This design comes from an exercise in tuning for small area, a short achievable clock period and few clock cycles per item on the open sky130 flow, not from production work.
At most, simulation tests tie the RTL to the original design; equivalence was not proved.
Power is estimated from default activity; no workload was simulated.

## run 1
==> flow/design.v (excerpt) <==
module top_module(clk, reset, INIT, READY, DONE,
                  input_ram_en, input_ram_addr, input_ram_data,
                  filter_rom_en, filter_rom_addr, filter_rom_data,
                  conv_valid, conv_out);
Size in the first run: about 1700 cells after synthesis, about 170 I/O pins, about 20000 um^2 of cells after synthesis.
clock: 6.0 ns
lec_check: 0
cap_margin: 20
core_margin: 2
core_utilization: 40
place_density: 0.6
setup_slack_margin: 3.0
slew_margin: 20
synth_hierarchical: 1
synth_minimum_keep_size: 0
run.sh (not shown) runs the stock make flow with config.mk's settings and CLKGATE_MAP_FILE= SYNTH_SCRIPT=/design/flow/synth_recipe.tcl, a recipe that flattens the netlist after the stock synthesis.
Relative to run 1, the following input files were edited for run 2:
# run 1
export LEC_CHECK = 0
export CAP_MARGIN = 20
export CORE_MARGIN = 2
export CORE_UTILIZATION = 40
export PLACE_DENSITY = 0.6
export SETUP_SLACK_MARGIN = 3.0
export SLEW_MARGIN = 20
export SYNTH_HIERARCHICAL = 1
export SYNTH_MINIMUM_KEEP_SIZE = 0
create_clock -name core_clock -period 6.0 [get_ports {clk}]
# run 2
export LEC_CHECK = 0
export CAP_MARGIN = 20
export CORE_MARGIN = 2
export CORE_UTILIZATION = 40
export PLACE_DENSITY = 0.6
export SLEW_MARGIN = 20
export SYNTH_HIERARCHICAL = 1
export SYNTH_MINIMUM_KEEP_SIZE = 0
create_clock -name core_clock -period 6.0 [get_ports {clk}]
Notes after the runs:
Delta(worst hold slack, run 2 - run 1) > 0
The run with more setup slack is run 1; run 2 has less.
Between run 1 and run 2, post-CTS setup buffer count decreased.
As far as synthesized area goes, run 2 and run 1 are indistinguishable; the numbers are identical.
For the critical path depth, run 2 came in 3 lower than run 1 did.
Run 1 → run 2: total design power decreased by 0.44 mW relative to the old numbers; area growth from synthesis to layout decreased by 2.9 points relative to the old numbers.
Side by side, clock period minus final worst setup slack turned out higher in run 2 than in run 1.
Global-route track usage on met2 essentially unchanged between run 1 and run 2.
The inputs of run 3 differ from those of run 2 as listed below.
# run 2
export LEC_CHECK = 0
export CAP_MARGIN = 20
export CORE_MARGIN = 2
export CORE_UTILIZATION = 40
export PLACE_DENSITY = 0.6
export SLEW_MARGIN = 20
export SYNTH_HIERARCHICAL = 1
export SYNTH_MINIMUM_KEEP_SIZE = 0
create_clock -name core_clock -period 6.0 [get_ports {clk}]
# run 3
export LEC_CHECK = 0
export CAP_MARGIN = 20
export CORE_MARGIN = 2
export CORE_UTILIZATION = 40
export PLACE_DENSITY = 0.6
export SETUP_SLACK_MARGIN = 3.6
export SLEW_MARGIN = 20
export SYNTH_HIERARCHICAL = 1
export SYNTH_MINIMUM_KEEP_SIZE = 0
create_clock -name core_clock -period 6.0 [get_ports {clk}]
Findings:
Compare run 3 and run 2 | critical path depth higher: run 3
Shortest period the worst path allows: run 3 and run 2 compared, lower one is run 3
Run 2 has higher met3 track demand over resource in global routing than run 3.
[run 3] post-route met1 wirelength rose 1.8 mm relative to run 2
Run 3 against run 2: pin count of the biggest net entering global routing now sits lower, highest clock frequency the design can meet now sits higher, count of placed standard cells in the final layout, fillers left out now sits higher.
No functional check of the RTL was part of any run of this note.

---

== job 7235 ==
Another version of the RTL of top_module (not shown whole).
For scale: ~1700 cells after synthesis, ~300 flip-flops, roughly 170 I/O pins.
==> flow/config.mk <==
export PLATFORM = sky130hd
export DESIGN_NAME = top_module
export DESIGN_NICKNAME = top_module
export VERILOG_FILES = /design/flow/design.v
export SDC_FILE = /design/flow/constraint.sdc
export NUM_CORES = 4
export LEC_CHECK = 0
export CAP_MARGIN = 20
export CORE_MARGIN = 2
export CORE_UTILIZATION = 70
export PLACE_DENSITY = 0.85
export SETUP_SLACK_MARGIN = 3.4
export SLEW_MARGIN = 20
export SYNTH_HIERARCHICAL = 1
export SYNTH_MINIMUM_KEEP_SIZE = 0
==> flow/constraint.sdc <==
create_clock -name core_clock -period 6.0 [get_ports {clk}]
set_input_delay 1.2000 -clock core_clock [delete_from_list [all_inputs] [get_ports {clk}]]
set_output_delay 1.2000 -clock core_clock [all_outputs]
set_load 0.01 [all_outputs]
standard.sh (not shown) runs the stock make flow with config.mk's settings and CLKGATE_MAP_FILE= SYNTH_SCRIPT=/design/flow/synth_recipe.tcl, a recipe that flattens the netlist after the stock synthesis.
==> flow/flow/run.sh <==
#!/bin/bash
# Layout flow: the standard ORFS flow (standard.sh), with two changes:
#  - the port buffers that global placement puts on every input and output are
#    sky130_fd_sc_hd__buf_1 cells (timing repair may still resize them);
#  - clock tree synthesis arguments: -sink_clustering_enable -repair_clock_nets -dont_use_dummy_load -buf_list sky130_fd_sc_hd__clkbuf_8 -sink_clustering_size 15 -sink_clustering_max_diameter 60
# The whole make output goes to flow_make.log in the work folder; ORFS also keeps
# each step's own log under orfs/logs/.
set -euo pipefail
export BUFFER_PORTS_ARGS="-buffer_cell sky130_fd_sc_hd__buf_1"
export CTS_ARGS="-sink_clustering_enable -repair_clock_nets -dont_use_dummy_load -buf_list sky130_fd_sc_hd__clkbuf_8 -sink_clustering_size 15 -sink_clustering_max_diameter 60"
bash standard.sh "BUFFER_PORTS_ARGS=$BUFFER_PORTS_ARGS" "CTS_ARGS=$CTS_ARGS" finish > flow_make.log 2>&1
Testbench counts of job 7235, summed over its fixed seeds: cycles 8,320, items 4,112.
Edits applied to the flow inputs when going from job 7235 to job 628:
Settings: CORE_UTILIZATION changed from 70 to 55; PLACE_DENSITY changed from 0.85 to 0.75.
### Flow results
Quantity of gates resized following cts, job 628 and job 7235: smaller value in job 628. Count of clock-buffer cells in the layout on job 628 is up relative to job 7235. Endpoint of the most critical setup path: acc[19]$_DFF_P_ -> job 7235, k1_1229$_DFF_P_ -> job 628. On via total after detailed routing, job 628 does better than job 7235. In job 628 the wire length turned out about 7% lower than in job 7235. Length of the first detailed-routing pass in iterations was lower in the run labelled job 628. Run comparison: job 628 critical path class in -> reg; job 7235 critical path class reg -> reg.
### job 628 -> job 2845
Settings: CORE_UTILIZATION: 55 -> 40; PLACE_DENSITY: 0.75 -> 0.6.
--- outcome ---
Job 628 has lower combinational cell fraction of total power than job 2845.
| standard cell core area | job 2845 vs job 628 | 38% higher |
[job 2845] total cell area at the placement stage rose about 1.2% relative to job 628
Diff job 628 -> job 2845: ratio of final minimum period to clock period +0.58 points, routed wire length +6.9%, final standard cell utilization of the core -17 points.
Delta (job 2845 minus job 628): width of the chip grew by 17%; non-clock buffer count in the final layout now larger.

afterwards: timing with drivers on the ports:
How much do the figures lean on ideal ports? The routed layouts below were timed once more, with nothing changed but the port constraints.
Step 1: set_driving_cell puts a clkbuf_16 on clk and a buf_2 on each other input, an assumption about the parent block.
Step 2, shift: input delay + t, output delay - t, t = (earliest + latest rising clock arrival at the registers) / 2. This alone moves slack from input paths to output paths.
Three values: no drivers, after step 1, after step 2; two values: the first two.
run | t, ns | slack for setup (ns) | cell pins on the clock port's net
run 1 | 0.613 | 3.011 / 3.011 / 3.011 | 1
run 2 | 0.597 | 2.312 / 2.312 / 2.312 | 1
run 3 | 0.619 | 3.000 / 3.000 / 3.000 | 1
job 7235 | 0.615 | 3.335 / 3.335 / 2.788 | 1
job 628 | 0.635 | 3.393 / 3.418 / 2.782 | 1
job 2845 | 0.662 | 3.358 / 3.393 / 2.731 | 1
After both steps every run listed still meets setup and hold. The setup slack of job 2845, which loses most, moves by +0.035 ns with the drivers and by -0.627 ns with both steps.
